What follows belongs to an exercise in optimizing a design on an open flow for small area, a short achievable clock period and few clock cycles per item; a production flow would make more cautious choices.
In this exercise RTL edits were held to simulation tests only and were not proved equivalent to the original.
Power and IR drop assume default switching activity.

run 1:
Design axi_system_top, start of the top module:
module axi_system_top #
(
    parameter ADDR_WIDTH = 32,
    parameter DATA_WIDTH = 32,
    parameter NUM_REGS   = 16
)
(
    input                       aclk,
    input                       aresetn,
    input                       m_wr_req,
    input   [ADDR_WIDTH-1:0]    m_wr_addr,
    input   [DATA_WIDTH-1:0]    m_wr_data,
    input   [DATA_WIDTH/8-1:0]  m_wr_strb,
    output                      m_wr_done,
    output  [1:0]               m_wr_resp,
    input                       m_rd_req,
    input   [ADDR_WIDTH-1:0]    m_rd_addr,
    output  [DATA_WIDTH-1:0]    m_rd_data,
    output                      m_rd_done,
    output  [1:0]               m_rd_resp
);
    register_file #(
        .DATA_WIDTH (DATA_WIDTH),
        .NUM_REGS   (NUM_REGS)
    ) u_regs (
        .clk     (aclk),
        .rst_n   (aresetn),
        .wr_req  (m_wr_req),
        .wr_sel  (m_wr_addr[5:2]),
        .wr_data (m_wr_data),
        .wr_strb (m_wr_strb),
        .wr_done (m_wr_done),
        .rd_req  (m_rd_req),
        .rd_sel  (m_rd_addr[5:2]),
        .rd_data (m_rd_data),
        .rd_done (m_rd_done)
    );
    assign m_wr_resp = 2'b00;
    assign m_rd_resp = 2'b00;
endmodule
Size: ~1,200 cells after synthesis, ~560 flip-flops, about 140 I/O pins, ~20,000 sq um of cells after synthesis.
Settings: LEC_CHECK=0, CAP_MARGIN=20, CORE_MARGIN=2, CORE_UTILIZATION=60, CTS_CLUSTER_DIAMETER=80, CTS_CLUSTER_SIZE=30, SETUP_SLACK_MARGIN=2.4, SLEW_MARGIN=20; clock period 4.0 ns.
standard.sh (not shown) runs the stock make flow with config.mk's settings and CLKGATE_MAP_FILE= SYNTH_SCRIPT=/design/flow/synth_recipe.tcl, a recipe that flattens the netlist after the stock synthesis.
==> flow/flow/run.sh <==
#!/bin/bash
# The standard layout, with the resizer free to change a cell's footprint.
set -euo pipefail
bash standard.sh MATCH_CELL_FOOTPRINT=0 finish > standard.log 2>&1
Testbench counts of run 1, summed over its fixed seeds: cycles 6,168, items 8,192.
Setup changes, run 1 to run 2
Settings: removing CTS_CLUSTER_DIAMETER (formerly 80); removing CTS_CLUSTER_SIZE (formerly 30); changing SETUP_SLACK_MARGIN from 2.4 to 2.5.
==> flow/run.sh (new file) <==
#!/bin/bash
# synth_recipe.tcl (not shown) runs the flow's synth.tcl, then flattens the netlist and writes it again
# the make line also repeats each setting of config.mk as NAME=value (left out here)
make -C /OpenROAD-flow-scripts/flow DESIGN_CONFIG=/design/flow/config.mk WORK_HOME=/design/flow/orfs CLKGATE_MAP_FILE= SYNTH_SCRIPT=/design/flow/synth_recipe.tcl finish
removed: flow/flow/run.sh
removed: flow/standard.sh
## What came out
- Result: PASS for each of run 2 and run 1
- Run 2 vs run 1: post-DP HPWL down slightly
- First-iteration DRC count for run 2: about 11% up relative to run 1
- Comparing run 2 and run 1, routed wire length on met2 is lower on run 1.
- From run 1 to run 2 the numbers moved as follows: path length in cells of the critical path +8, design area +4.1%.
The inputs of run 3 differ from those of run 2 as listed below.
Settings: a change of CORE_UTILIZATION from 60 to 75.
[summary]
Run 2: no failed stages, no open violations at the end. As the logs show, run 3 stopped at clock tree synthesis after a tool error, so it never reached the end of the flow. In run 3, the worst slack at placement came out 110 ps above the value in run 2. For the post-CTS setup repair buffer count, run 3 came in 20 higher than run 2 did. Going from run 2 to run 3, number of cells upsized or downsized after cts grew by a little under 10%.
Setup changes, run 3 to run 4
Settings: CORE_UTILIZATION: 75 -> 40; SETUP_SLACK_MARGIN: 2.5 -> 1.5.
Notes after the runs:
No stage failed in run 4, and the final checks on the layout all came back clean.
For run 3, the flow was terminated by a tool error in clock tree synthesis and produced no final design.
Diff run 3 -> run 4: placement-stage worst setup slack has decreased, buffer depth of the longest clock path has remained practically unchanged, die span in y has increased.
Diff run 4..run 3 | count of distinct cell types in the synthesized netlist | negligible
Run 4 vs. run 3: number of instances resized during post-cts repair dropped 421, total of buffers placed on input and output ports stayed essentially flat, starting density of the core lower.
[inputs] run 5 vs run 4
Settings: CTS_CLUSTER_SIZE: unset -> 30; SETUP_SLACK_MARGIN: 1.5 -> 2.2; CORE_UTILIZATION: 40 -> 60; CTS_CLUSTER_DIAMETER: unset -> 80.
==> flow/flow/run.sh (new file) <==
#!/bin/bash
# The standard layout, with the resizer free to change a cell's footprint.
set -euo pipefail
bash standard.sh MATCH_CELL_FOOTPRINT=0 finish > standard.log 2>&1
==> flow/standard.sh (new file) <==
#!/bin/bash
# synth_recipe.tcl (not shown) runs the flow's synth.tcl, then flattens the netlist and writes it again
# the make line also repeats each setting of config.mk as NAME=value (left out here)
make -C /OpenROAD-flow-scripts/flow DESIGN_CONFIG=/design/flow/config.mk WORK_HOME=/design/flow/orfs CLKGATE_MAP_FILE= SYNTH_SCRIPT=/design/flow/synth_recipe.tcl "${@:-finish}"
removed: flow/run.sh
Results
For run 5 and run 4, there was not a single run that failed to finish clean.
The hold path depth in run 5 was lower than what run 4 gave.
Of run 5 and run 4, the higher worst-case clock skew belongs to run 5.
In the flow results for run 5 and run 4, the data-path buffer share of cell area in the final layout is larger on run 5.
Compared with run 4, run 5 shows fraction of area in multi-input gates higher by 3.2 points.
Looking at type of the tightest min-delay check, the in2reg result is from run 5; the reg2reg one comes from run 4.

* * *

run A:
axi_system_top, a different RTL version from the one above (not shown whole).
Size in the first run: roughly 1200 cells after synthesis, ~560 flip-flops, about 20000 um^2 of cells after synthesis.
==> flow/config.mk <==
export PLATFORM = sky130hd
export DESIGN_NAME = axi_system_top
export DESIGN_NICKNAME = axi_system_top
export VERILOG_FILES = /design/flow/design.v
export SDC_FILE = /design/flow/constraint.sdc
export NUM_CORES = 4
export LEC_CHECK = 0
export CAP_MARGIN = 20
export CORE_MARGIN = 2
export CORE_UTILIZATION = 66
export CTS_CLUSTER_DIAMETER = 80
export CTS_CLUSTER_SIZE = 30
export SETUP_SLACK_MARGIN = 2.15
export SLEW_MARGIN = 20
==> flow/constraint.sdc <==
create_clock -name core_clock -period 4.0 [get_ports {aclk}]
set_input_delay 0.8000 -clock core_clock [delete_from_list [all_inputs] [get_ports {aclk}]]
set_output_delay 0.8000 -clock core_clock [all_outputs]
set_load 0.01 [all_outputs]
==> flow/flow/run.sh <==
#!/bin/bash
# The standard layout, with the resizer free to change a cell's footprint.
set -euo pipefail
bash standard.sh MATCH_CELL_FOOTPRINT=0 "BUFFER_PORTS_ARGS=-buffer_cell sky130_fd_sc_hd__buf_1" finish > standard.log 2>&1
Testbench counts of run A, summed over its fixed seeds: cycles 6,168, items 8,192.
Inputs modified between run A and run B:
# run A
export LEC_CHECK = 0
export CAP_MARGIN = 20
export CORE_MARGIN = 2
export CORE_UTILIZATION = 66
export CTS_CLUSTER_DIAMETER = 80
export CTS_CLUSTER_SIZE = 30
export SETUP_SLACK_MARGIN = 2.15
export SLEW_MARGIN = 20
create_clock -name core_clock -period 4.0 [get_ports {aclk}]
# run B
export LEC_CHECK = 0
export CAP_MARGIN = 20
export CORE_MARGIN = 2
export CORE_UTILIZATION = 68
export CTS_CLUSTER_DIAMETER = 80
export CTS_CLUSTER_SIZE = 30
export SETUP_SLACK_MARGIN = 2.1
export SLEW_MARGIN = 20
export TNS_END_PERCENT = 10
create_clock -name core_clock -period 4.0 [get_ports {aclk}]
Findings:
- Run B: full flow OK, the timing, DRC and antenna checks passed
- Compared to run A, run B has met1 usage 2.4 points higher.
- Run B vs run A, non-clock buffer count went down by 39.
- Compared to run A, run B has met2 layer usage reported by global route 0.88 points lower.
- Going from run A to run B, number of clock buffer instances in the layout shows an increase of 1; area added between synthesis and finish shows a reduction of 6.9 points; number of cells after detailed placement shows an increase of 17; maximum operating frequency shows a reduction of 0.016 GHz; routed wire length shows a reduction of about 4%.
- Run B vs run A: number of cells upsized or downsized after cts down by more than half
Input-level comparison between run C and run B:
# run B
export LEC_CHECK = 0
export CAP_MARGIN = 20
export CORE_MARGIN = 2
export CORE_UTILIZATION = 68
export CTS_CLUSTER_DIAMETER = 80
export CTS_CLUSTER_SIZE = 30
export SETUP_SLACK_MARGIN = 2.1
export SLEW_MARGIN = 20
export TNS_END_PERCENT = 10
create_clock -name core_clock -period 4.0 [get_ports {aclk}]
# run C
export LEC_CHECK = 0
export CAP_MARGIN = 0
export CORE_MARGIN = 2
export CORE_UTILIZATION = 68
export CTS_CLUSTER_DIAMETER = 80
export CTS_CLUSTER_SIZE = 30
export SETUP_SLACK_MARGIN = 2.1
export SLEW_MARGIN = 0
create_clock -name core_clock -period 4.0 [get_ports {aclk}]
Compared with run B, run C shows layout-stage area growth over the synthesis result higher by 1.4 points.
Compared with run B, run C shows a higher power share of the clock group.
Run C: via-per-instance ratio about 1.8% above run B
Run C ended up with more standard cells than run B.
Diff run B..run C | effective utilization at floorplan | unchanged
For run C, the class of the worst hold path was in -> async, unlike run B, where it was in -> reg.
Run C has more setup slack than run B.
#### Input delta (run D over run C)
# run C
export LEC_CHECK = 0
export CAP_MARGIN = 0
export CORE_MARGIN = 2
export CORE_UTILIZATION = 68
export CTS_CLUSTER_DIAMETER = 80
export CTS_CLUSTER_SIZE = 30
export SETUP_SLACK_MARGIN = 2.1
export SLEW_MARGIN = 0
create_clock -name core_clock -period 4.0 [get_ports {aclk}]
# run D
export LEC_CHECK = 0
export CAP_MARGIN = 20
export CORE_MARGIN = 2
export CORE_UTILIZATION = 66
export CTS_CLUSTER_DIAMETER = 80
export CTS_CLUSTER_SIZE = 30
export SETUP_SLACK_MARGIN = 2.1
export SLEW_MARGIN = 20
create_clock -name core_clock -period 4.0 [get_ports {aclk}]
==> flow/flow/run.sh <==
#!/bin/bash
# The standard layout, with the resizer free to change a cell's footprint,
# plain buf_1 cells as the port buffers (upsized by the resizer as needed),
# and an extra gate-sizing pass after global route (flow/post_grt.tcl).
set -euo pipefail
export POST_GLOBAL_ROUTE_TCL="$PWD/flow/post_grt.tcl"
bash standard.sh MATCH_CELL_FOOTPRINT=0 "BUFFER_PORTS_ARGS=-buffer_cell sky130_fd_sc_hd__buf_1" \
  "POST_GLOBAL_ROUTE_TCL=$PWD/flow/post_grt.tcl" finish > standard.log 2>&1
==> flow/flow/post_grt.tcl (new file) <==
puts "post_grt: extra sizing to setup margin 2.5"
estimate_parasitics -global_routing
report_worst_slack -max
repair_timing -setup -setup_margin 2.5 -repair_tns 0 -sequence "sizeup,swap" -verbose
global_route -start_incremental
detailed_placement
global_route -end_incremental
estimate_parasitics -global_routing
report_worst_slack -max
## What came out
- Run D completed end to end with timing, DRC and antenna clean.
- Run D against run C: final critical path time including I/O delays and setup now sits lower; total track usage now sits lower.
- There was hardly any difference in final design instance area without fill between run D and run C.
- On run D: first-pass GRT wire length is 1.0% lower than what run C gave.
- Run D vs run C: part of the total power dissipated in combinational logic down
- Sort run D and run C by area fraction of clock buffers and clock inverters desc -> top: run D
- For total length of routed wires, dividing the value from run D by the value from run C gives 0.938.
- Between run D and run C, it is run D whose number of ordinary and repair buffers in the finished layout is lower, by about 2%.
- Between run C and run D, the fraction of power spent switching nets figures differ only marginally.

[static timing again, ports no longer ideal]
In the flow no input, the clock included, has a driving cell. The finished layouts below were timed again as built, in two steps. Step 1 assumes that a clkbuf_16 drives the clock port and a buf_2 every other input. Step 2 also shifts input and output timing later by t, the mid clock arrival at the registers, as if the neighbouring blocks saw the same clock. a / b / c = ideal / step 1 / step 2; a / b = the first two.
| run | shift t [ns] | setup slack, ns | slew at the worst register clock pin (ns) |
|---|---|---|---|
| run 1 | 0.631 | 2.143 / 2.087 / 1.591 | 0.12 / 0.12 |
| run 2 | 0.629 | 2.033 / 2.034 / 1.405 | 0.07 / 0.07 |
| run 4 | 0.644 | 1.583 / 1.602 / 0.958 | 0.06 / 0.06 |
| run 5 | 0.633 | 2.100 / 2.049 / 1.493 | 0.12 / 0.12 |
| run A | 0.609 | 2.025 / 2.054 / 1.445 | 0.12 / 0.12 |
| run B | 0.619 | 1.959 / 1.979 / 1.360 | 0.12 / 0.12 |
| run C | 0.605 | 2.106 / 2.084 / 1.494 | 0.12 / 0.12 |
| run D | 0.615 | 2.128 / 2.073 / 1.548 | 0.11 / 0.11 |
After both steps every run listed still meets setup and hold. The setup slack of run 2, which loses most, moves by +0.001 ns with the drivers and by -0.628 ns with both steps.
